Context: an optimization exercise on an open-source flow, tuned for a short achievable clock period and few clock cycles. The choices shown serve that exercise and are no tape-out recipe.
Power is estimated from default activity; no workload was simulated.

==> run A <==
==> flow/design.v <==
module RISC_V(clk, rst, imem_addr, imem_rdata, dmem_addr, dmem_wdata, dmem_we, dmem_rdata);
    input clk, rst;
    output [31:0] imem_addr;
    input [31:0] imem_rdata;
    output [31:0] dmem_addr, dmem_wdata;
    output dmem_we;
    input [31:0] dmem_rdata;
    localparam NBTB = 2;
    reg [31:0] pc_f;
    reg        d_valid;
    reg [31:0] d_ir, d_pc;
    reg        d_pred;
    reg [31:0] d_pred_ir;
    reg        e_valid;
    reg [4:0]  e_rd;
    reg        e_we, e_load, e_store, e_branch, e_jalr, e_pred;
    reg [2:0]  e_f3;
    reg [5:0]  e_sel;             
    reg        e_sub, e_unsigned;
    reg [31:0] e_a, e_b, e_r2, e_imm, e_alt, e_link;
    reg        m_valid;
    reg [4:0]  m_rd;
    reg        m_we, m_load, m_store;
    reg [31:0] m_val, m_wdata;
    reg [31:0] rf [1:31];
    reg [NBTB-1:0]      btb_v;
    reg [32*NBTB-1:0]   btb_tag, btb_tgt, btb_ir;
    reg [NBTB-1:0]      btb_ptr;      
    reg [NBTB-1:0]      d_pred_hit;
    reg [NBTB-1:0] f_hitv;
    reg [31:0] f_hit_tgt, f_hit_ir;
    integer k;
    always @* begin
        f_hit_tgt = 32'd0;
        f_hit_ir = 32'd0;
        for (k = 0; k < NBTB; k = k + 1) begin
            f_hitv[k] = btb_v[k] && (btb_tag[32*k +: 32] == pc_f);
            f_hit_tgt = f_hit_tgt | ({32{f_hitv[k]}} & btb_tgt[32*k +: 32]);
            f_hit_ir = f_hit_ir | ({32{f_hitv[k]}} & btb_ir[32*k +: 32]);
        end
    end
    wire f_hit = |f_hitv;
    assign imem_addr = pc_f;
    wire [6:0] op  = d_ir[6:0];
    wire [4:0] rd  = d_ir[11:7];
    wire [2:0] f3  = d_ir[14:12];
    wire [4:0] rs1 = d_ir[19:15];
    wire [4:0] rs2 = d_ir[24:20];
    wire       f7b = d_ir[30];
    wire is_r     = (op == 7'b0110011);
    wire is_i     = (op == 7'b0010011);
    wire is_load  = (op == 7'b0000011);
    wire is_store = (op == 7'b0100011);
    wire is_br    = (op == 7'b1100011);
    wire is_lui   = (op == 7'b0110111);
    wire is_jal   = (op == 7'b1101111);
    wire is_jalr  = (op == 7'b1100111);
    wire [31:0] imm_i = {{20{d_ir[31]}}, d_ir[31:20]};
    wire [31:0] imm_s = {{20{d_ir[31]}}, d_ir[31:25], d_ir[11:7]};
    wire [31:0] imm_b = {{20{d_ir[31]}}, d_ir[7], d_ir[30:25], d_ir[11:8], 1'b0};
    wire [31:0] imm_j = {{12{d_ir[31]}}, d_ir[19:12], d_ir[20], d_ir[30:21], 1'b0};
    wire [31:0] imm_u = {d_ir[31:12], 12'd0};
    wire use1 = is_r | is_i | is_load | is_store | is_br | is_jalr;
    wire use2 = is_r | is_store | is_br;
    wire writes = (is_r | is_i | is_load | is_lui | is_jal | is_jalr) && (rd != 5'd0);
    reg [5:0] sel;
    reg       sub, uns;
    always @* begin
        sel = 6'b000001;
        sub = 1'b0;
        uns = 1'b0;
        if (is_r) begin
            case (f3)
                3'b000: begin sel = 6'b000001; sub = f7b; end
                3'b010: begin sel = 6'b010000; sub = 1'b1; end
                3'b011: begin sel = 6'b010000; sub = 1'b1; uns = 1'b1; end
                3'b110: sel = 6'b000100;
                3'b111: sel = 6'b000010;
                3'b100: sel = 6'b001000;
                default: sel = 6'b000001;
            endcase
        end else if (is_i) begin
            case (f3)
                3'b010: begin sel = 6'b010000; sub = 1'b1; end
                3'b011: begin sel = 6'b010000; sub = 1'b1; uns = 1'b1; end
                3'b110: sel = 6'b000100;
                3'b111: sel = 6'b000010;
                3'b100: sel = 6'b001000;
                default: sel = 6'b000001;
            endcase
        end else if (is_jal | is_jalr) begin
            sel = 6'b100000;
        end
    end
    wire [31:0] e_res;
    wire [31:0] m_res = m_load ? dmem_rdata : m_val;
    wire fe1 = e_valid & e_we & (e_rd == rs1);
    wire fe2 = e_valid & e_we & (e_rd == rs2);
    wire fm1 = m_valid & m_we & (m_rd == rs1);
    wire fm2 = m_valid & m_we & (m_rd == rs2);
    wire [31:0] rf1 = (rs1 == 5'd0) ? 32'd0 : rf[rs1];
    wire [31:0] rf2 = (rs2 == 5'd0) ? 32'd0 : rf[rs2];
    wire [31:0] v1 = fe1 ? e_res : fm1 ? m_res : rf1;
    wire [31:0] v2 = fe2 ? e_res : fm2 ? m_res : rf2;
    wire [31:0] d_immv = is_store ? imm_s : is_lui ? imm_u : imm_i;
    wire stall = d_valid & e_valid & e_load & e_we &
                 ((use1 & (e_rd == rs1)) | (use2 & (e_rd == rs2)));
    wire [31:0] d_bimm = is_jal ? imm_j : imm_b;
    wire [31:0] d_tgt = d_pc + d_bimm;
    wire [31:0] d_pc4 = d_pc + 32'd4;
    wire want_taken = is_jal | (is_br & d_ir[31]);
    wire pred_ok = d_pred & (d_pred_ir == d_ir);
    wire e_redirect;
    wire d_redirect = d_valid & ~stall & ~e_redirect &
                      (want_taken ? ~pred_ok : d_pred);
    wire [31:0] d_redir_pc = want_taken ? d_tgt : d_pc4;
    wire btb_ins = d_redirect & want_taken;
    wire [31:0] bx = e_sub ? ~e_b : e_b;
    wire [32:0] sum33 = {1'b0, e_a} + {1'b0, bx} + {32'd0, e_sub};
    wire [31:0] sum = sum33[31:0];
    wire ltu = ~sum33[32];
    wire lts = (e_a[31] ^ e_b[31]) ? e_a[31] : sum[31];
    wire slt = e_unsigned ? ltu : lts;
    assign e_res = ({32{e_sel[0]}} & sum) |
                   ({32{e_sel[1]}} & (e_a & e_b)) |
                   ({32{e_sel[2]}} & (e_a | e_b)) |
                   ({32{e_sel[3]}} & (e_a ^ e_b)) |
                   ({31'd0, e_sel[4] & slt}) |
                   ({32{e_sel[5]}} & e_link);
    wire beq_c = (e_a == e_r2);
    wire blt_c = ($signed(e_a) < $signed(e_r2));
    reg  taken;
    always @* begin
        case (e_f3)
            3'b000: taken = beq_c;
            3'b001: taken = ~beq_c;
            3'b100: taken = blt_c;
            3'b101: taken = ~blt_c;
            default: taken = 1'b0;
        endcase
    end
    wire [31:0] jalr_tgt = e_a + e_imm;
    wire e_br_miss = e_valid & e_branch & (taken ^ e_pred);
    wire e_jr = e_valid & e_jalr;
    assign e_redirect = e_br_miss | e_jr;
    wire [31:0] pc_next = e_jr ? jalr_tgt :
                          e_br_miss ? e_alt :
                          d_redirect ? d_redir_pc :
                          stall ? pc_f :
                          f_hit ? f_hit_tgt : pc_f + 32'd4;
    always @(posedge clk or posedge rst) begin
        if (rst) begin
            pc_f <= 32'd0;
            d_valid <= 1'b0;
            e_valid <= 1'b0;
            m_valid <= 1'b0;
            m_store <= 1'b0;
        end else begin
            pc_f <= pc_next;
            if (e_redirect | d_redirect)
                d_valid <= 1'b0;
            else if (!stall)
                d_valid <= 1'b1;
            e_valid <= d_valid & ~stall & ~e_redirect;
            m_valid <= e_valid;
            m_store <= e_valid & e_store;
        end
    end
    always @(posedge clk) begin
        if (!stall) begin
            d_ir <= imem_rdata;
            d_pc <= pc_f;
            d_pred <= f_hit;
            d_pred_ir <= f_hit_ir;
            d_pred_hit <= f_hitv;
        end
    end
    always @(posedge clk) begin
        e_rd <= rd;
        e_we <= writes;
        e_load <= is_load;
        e_store <= is_store;
        e_branch <= is_br;
        e_jalr <= is_jalr;
        e_pred <= want_taken;
        e_f3 <= f3;
        e_sel <= sel;
        e_sub <= sub;
        e_unsigned <= uns;
        e_a <= is_lui ? 32'd0 : v1;
        e_b <= (is_r | is_br) ? v2 : d_immv;
        e_r2 <= v2;
        e_imm <= imm_i;
        e_alt <= d_ir[31] ? d_pc4 : d_tgt;
        e_link <= d_pc4;
    end
    always @(posedge clk) begin
        m_rd <= e_rd;
        m_we <= e_we;
        m_load <= e_load;
        m_val <= e_res;
        m_wdata <= e_r2;
    end
    always @(posedge clk) begin
        if (m_valid && m_we)
            rf[m_rd] <= m_res;
    end
    wire [NBTB-1:0] btb_wsel = d_pred ? d_pred_hit : btb_ptr;
    always @(posedge clk or posedge rst) begin
        if (rst) begin
            btb_ptr <= {{(NBTB-1){1'b0}}, 1'b1};
            btb_v <= {NBTB{1'b0}};
        end else if (btb_ins) begin
            btb_v <= btb_v | btb_wsel;
            if (!d_pred) btb_ptr <= {btb_ptr[NBTB-2:0], btb_ptr[NBTB-1]};
        end
    end
    always @(posedge clk) begin
        for (k = 0; k < NBTB; k = k + 1) begin
            if (btb_ins && btb_wsel[k]) begin
                btb_tag[32*k +: 32] <= d_pc;
                btb_tgt[32*k +: 32] <= d_tgt;
                btb_ir[32*k +: 32] <= d_ir;
            end
        end
    end
    assign dmem_addr = m_val;
    assign dmem_wdata = m_wdata;
    assign dmem_we = m_store;
endmodule
==> flow/run.sh <==
#!/bin/bash
# synth_recipe.tcl (not shown) runs the flow's synth.tcl, then flattens the netlist and writes it again
# the make line also repeats each setting of config.mk as NAME=value (left out here)
make -C /OpenROAD-flow-scripts/flow DESIGN_CONFIG=/design/flow/config.mk WORK_HOME=/design/flow/orfs CLKGATE_MAP_FILE= SYNTH_SCRIPT=/design/flow/synth_recipe.tcl finish
==> flow/config.mk <==
export PLATFORM = sky130hd
export DESIGN_NAME = RISC_V
export DESIGN_NICKNAME = RISC_V
export VERILOG_FILES = /design/flow/design.v
export SDC_FILE = /design/flow/constraint.sdc
export NUM_CORES = 4
export LEC_CHECK = 0
export CAP_MARGIN = 20
export CORE_MARGIN = 2
export CORE_UTILIZATION = 40
export SETUP_SLACK_MARGIN = 2.5
export SLEW_MARGIN = 20
==> flow/constraint.sdc <==
create_clock -name core_clock -period 8.8 [get_ports {clk}]
set_input_delay 1.7600 -clock core_clock [delete_from_list [all_inputs] [get_ports {clk}]]
set_output_delay 1.7600 -clock core_clock [all_outputs]
set_load 0.01 [all_outputs]
==> run B (differences from run A) <==
==> flow/design.v (replaced) <==
module RISC_V(clk, rst, imem_addr, imem_rdata, dmem_addr, dmem_wdata, dmem_we, dmem_rdata);
    input clk, rst;
    output [31:0] imem_addr;
    input [31:0] imem_rdata;
    output [31:0] dmem_addr, dmem_wdata;
    output dmem_we;
    input [31:0] dmem_rdata;
    reg [31:0] pc_f;
    reg        e_valid;
    reg [4:0]  e_rd;
    reg        e_we, e_load, e_store, e_branch, e_jalr, e_pred;
    reg [2:0]  e_f3;
    reg [5:0]  e_sel;             
    reg        e_sub, e_unsigned;
    reg [31:0] e_a, e_b, e_r2, e_imm, e_alt, e_link;
    reg        m_valid;
    reg [4:0]  m_rd;
    reg        m_we, m_load, m_store;
    reg [31:0] m_val, m_wdata;
    reg [31:0] rf [1:31];
    wire [31:0] ir = imem_rdata;
    assign imem_addr = pc_f;
    wire [6:0] op  = ir[6:0];
    wire [4:0] rd  = ir[11:7];
    wire [2:0] f3  = ir[14:12];
    wire [4:0] rs1 = ir[19:15];
    wire [4:0] rs2 = ir[24:20];
    wire       f7b = ir[30];
    wire is_r     = (op == 7'b0110011);
    wire is_i     = (op == 7'b0010011);
    wire is_load  = (op == 7'b0000011);
    wire is_store = (op == 7'b0100011);
    wire is_br    = (op == 7'b1100011);
    wire is_lui   = (op == 7'b0110111);
    wire is_jal   = (op == 7'b1101111);
    wire is_jalr  = (op == 7'b1100111);
    wire [31:0] imm_i = {{20{ir[31]}}, ir[31:20]};
    wire [31:0] imm_s = {{20{ir[31]}}, ir[31:25], ir[11:7]};
    wire [31:0] imm_b = {{20{ir[31]}}, ir[7], ir[30:25], ir[11:8], 1'b0};
    wire [31:0] imm_j = {{12{ir[31]}}, ir[19:12], ir[20], ir[30:21], 1'b0};
    wire [31:0] imm_u = {ir[31:12], 12'd0};
    wire use1 = is_r | is_i | is_load | is_store | is_br | is_jalr;
    wire use2 = is_r | is_store | is_br;
    wire writes = (is_r | is_i | is_load | is_lui | is_jal | is_jalr) && (rd != 5'd0);
    reg [5:0] sel;
    reg       sub, uns;
    always @* begin
        sel = 6'b000001;
        sub = 1'b0;
        uns = 1'b0;
        if (is_r | is_i) begin
            case (f3)
                3'b000: begin sel = 6'b000001; sub = is_r & f7b; end
                3'b010: begin sel = 6'b010000; sub = 1'b1; end
                3'b011: begin sel = 6'b010000; sub = 1'b1; uns = 1'b1; end
                3'b110: sel = 6'b000100;
                3'b111: sel = 6'b000010;
                3'b100: sel = 6'b001000;
                default: sel = 6'b000001;
            endcase
        end else if (is_jal | is_jalr) begin
            sel = 6'b100000;
        end
    end
    wire [31:0] e_res;
    wire [31:0] m_res = m_load ? dmem_rdata : m_val;
    wire fe1 = e_valid & e_we & (e_rd == rs1);
    wire fe2 = e_valid & e_we & (e_rd == rs2);
    wire fm1 = m_valid & m_we & (m_rd == rs1);
    wire fm2 = m_valid & m_we & (m_rd == rs2);
    wire [31:0] rf1 = (rs1 == 5'd0) ? 32'd0 : rf[rs1];
    wire [31:0] rf2 = (rs2 == 5'd0) ? 32'd0 : rf[rs2];
    wire [31:0] v1 = fe1 ? e_res : fm1 ? m_res : rf1;
    wire [31:0] v2 = fe2 ? e_res : fm2 ? m_res : rf2;
    wire [31:0] f_immv = is_store ? imm_s : is_lui ? imm_u : imm_i;
    wire stall = e_valid & e_load & e_we &
                 ((use1 & (e_rd == rs1)) | (use2 & (e_rd == rs2)));
    wire pred_taken = is_jal | (is_br & ir[31]);
    wire [12:0] b_lo = {1'b0, pc_f[11:0]} + {1'b0, ir[7], ir[30:25], ir[11:8], 1'b0};
    wire [20:0] b_hi_p1 = pc_f[31:12] + 20'd1;
    wire [20:0] b_hi_m1 = pc_f[31:12] - 20'd1;
    wire [19:0] b_hi = (b_lo[12] == ir[31]) ? pc_f[31:12] :
                       b_lo[12] ? b_hi_p1[19:0] : b_hi_m1[19:0];
    wire [31:0] tgt_b = {b_hi, b_lo[11:0]};
    wire [20:0] j_lo = {1'b0, pc_f[19:0]} + {1'b0, ir[19:12], ir[20], ir[30:21], 1'b0};
    wire [11:0] j_hi_p1 = pc_f[31:20] + 12'd1;
    wire [11:0] j_hi_m1 = pc_f[31:20] - 12'd1;
    wire [11:0] j_hi = (j_lo[20] == ir[31]) ? pc_f[31:20] :
                       j_lo[20] ? j_hi_p1 : j_hi_m1;
    wire [31:0] tgt_j = {j_hi, j_lo[19:0]};
    wire [31:0] f_pc4 = pc_f + 32'd4;
    wire [31:0] bx = e_sub ? ~e_b : e_b;
    wire [32:0] sum33 = {1'b0, e_a} + {1'b0, bx} + {32'd0, e_sub};
    wire [31:0] sum = sum33[31:0];
    wire ltu = ~sum33[32];
    wire lts = (e_a[31] ^ e_b[31]) ? e_a[31] : sum[31];
    wire slt = e_unsigned ? ltu : lts;
    assign e_res = ({32{e_sel[0]}} & sum) |
                   ({32{e_sel[1]}} & (e_a & e_b)) |
                   ({32{e_sel[2]}} & (e_a | e_b)) |
                   ({32{e_sel[3]}} & (e_a ^ e_b)) |
                   ({31'd0, e_sel[4] & slt}) |
                   ({32{e_sel[5]}} & e_link);
    wire beq_c = (e_a == e_r2);
    wire blt_c = ($signed(e_a) < $signed(e_r2));
    reg  taken;
    always @* begin
        case (e_f3)
            3'b000: taken = beq_c;
            3'b001: taken = ~beq_c;
            3'b100: taken = blt_c;
            3'b101: taken = ~blt_c;
            default: taken = 1'b0;
        endcase
    end
    wire [31:0] jalr_tgt = e_a + e_imm;
    wire e_br_miss = e_valid & e_branch & (taken ^ e_pred);
    wire e_jr = e_valid & e_jalr;
    reg        m_jr;
    reg [31:0] m_tgt;
    wire [31:0] pc_next = m_jr ? m_tgt :
                          e_br_miss ? e_alt :
                          stall ? pc_f :
                          is_jal ? tgt_j :
                          (is_br & ir[31]) ? tgt_b : f_pc4;
    always @(posedge clk or posedge rst) begin
        if (rst) begin
            pc_f <= 32'd0;
            e_valid <= 1'b0;
            m_valid <= 1'b0;
            m_store <= 1'b0;
            m_jr <= 1'b0;
        end else begin
            pc_f <= pc_next;
            e_valid <= ~stall & ~e_br_miss & ~e_jr & ~m_jr;
            m_jr <= e_jr;
            m_valid <= e_valid;
            m_store <= e_valid & e_store;
        end
    end
    always @(posedge clk) begin
        e_rd <= rd;
        e_we <= writes;
        e_load <= is_load;
        e_store <= is_store;
        e_branch <= is_br;
        e_jalr <= is_jalr;
        e_pred <= pred_taken;
        e_f3 <= f3;
        e_sel <= sel;
        e_sub <= sub;
        e_unsigned <= uns;
        e_a <= is_lui ? 32'd0 : v1;
        e_b <= (is_r | is_br) ? v2 : f_immv;
        e_r2 <= v2;
        e_imm <= imm_i;
        e_alt <= ir[31] ? f_pc4 : tgt_b;
        e_link <= f_pc4;
    end
    always @(posedge clk) begin
        m_rd <= e_rd;
        m_we <= e_we;
        m_load <= e_load;
        m_val <= e_res;
        m_wdata <= e_r2;
        m_tgt <= jalr_tgt;
    end
    always @(posedge clk) begin
        if (m_valid && m_we)
            rf[m_rd] <= m_res;
    end
    assign dmem_addr = m_val;
    assign dmem_wdata = m_wdata;
    assign dmem_we = m_store;
endmodule
==> flow/flow/run.sh (new file) <==
#!/bin/bash
set -euo pipefail
bash standard.sh SETUP_SLACK_MARGIN=6 ADDER_MAP_FILE= ABC_CLOCK_PERIOD_IN_PS=2500 finish > standard_make.log 2>&1
==> flow/standard.sh (new file) <==
#!/bin/bash
# synth_recipe.tcl (not shown) runs the flow's synth.tcl, then flattens the netlist and writes it again
# the make line also repeats each setting of config.mk as NAME=value (left out here)
make -C /OpenROAD-flow-scripts/flow DESIGN_CONFIG=/design/flow/config.mk WORK_HOME=/design/flow/orfs CLKGATE_MAP_FILE= SYNTH_SCRIPT=/design/flow/synth_recipe.tcl "${@:-finish}"
--- a/flow/config.mk
+++ b/flow/config.mk
@@ -8,5 +8,4 @@
 export CAP_MARGIN = 20
 export CORE_MARGIN = 2
 export CORE_UTILIZATION = 40
-export SETUP_SLACK_MARGIN = 2.5
 export SLEW_MARGIN = 20
removed: flow/run.sh
==> notes.md <==
item	run B	run A
Result of the run	timing/DRC/antenna clean	timing/DRC/antenna clean
Hold worst-path end	m_load$_DFF_P_	m_wdata[13]$_DFF_P_
Largest stage delay, worst path	490 ps	890 ps
Endpoint of the most critical setup path	pc_f[31]$_DFFE_PP0P_	btb_tag[46]$_DFFE_PP_
Reg-to-reg critical path endpoint	e_b[0]$_DFF_P_	btb_tag[46]$_DFFE_PP_
Data arrival time at the worst-slack endpoint	4470 ps	6520 ps
Clock buffers created by TritonCTS	142	165
Reported clock group power	6.01 mW	7.00 mW
Met3 wire length	36100 µm	18900 µm
Internal	13.7 mW	14.5 mW
Die height	412 µm	440 µm
Post-cts gate resize count	1713	0
GRT Resource Usage Total	32.5%	25.1%
No run of this note included a check of the RTL's function; only the layout flow was run.

static timing again, ports no longer ideal:
How much do the figures lean on ideal ports? The routed layouts below were timed once more, with nothing changed but the port constraints.
Step 1: set_driving_cell puts a clkbuf_16 on clk and a buf_2 on each other input, an assumption about the parent block.
Step 2, shift: input delay + t, output delay - t, t = (earliest + latest rising clock arrival at the registers) / 2. This alone moves slack from input paths to output paths.
a / b / c = ideal / step 1 / step 2; a / b = the first two.
run	t (ns)	setup WS [ns]	worst register clock-pin slew, ns	pins driven straight from the clock port
run A	0.917	2.732 / 2.732 / 2.732	0.07 / 0.07	1
run B	0.898	5.037 / 4.914 / 4.016	0.07 / 0.07	1
After both steps setup and hold are still met in every run listed. The setup slack of run B, which loses most, moves by -0.123 ns with the drivers and by -1.021 ns with both steps.
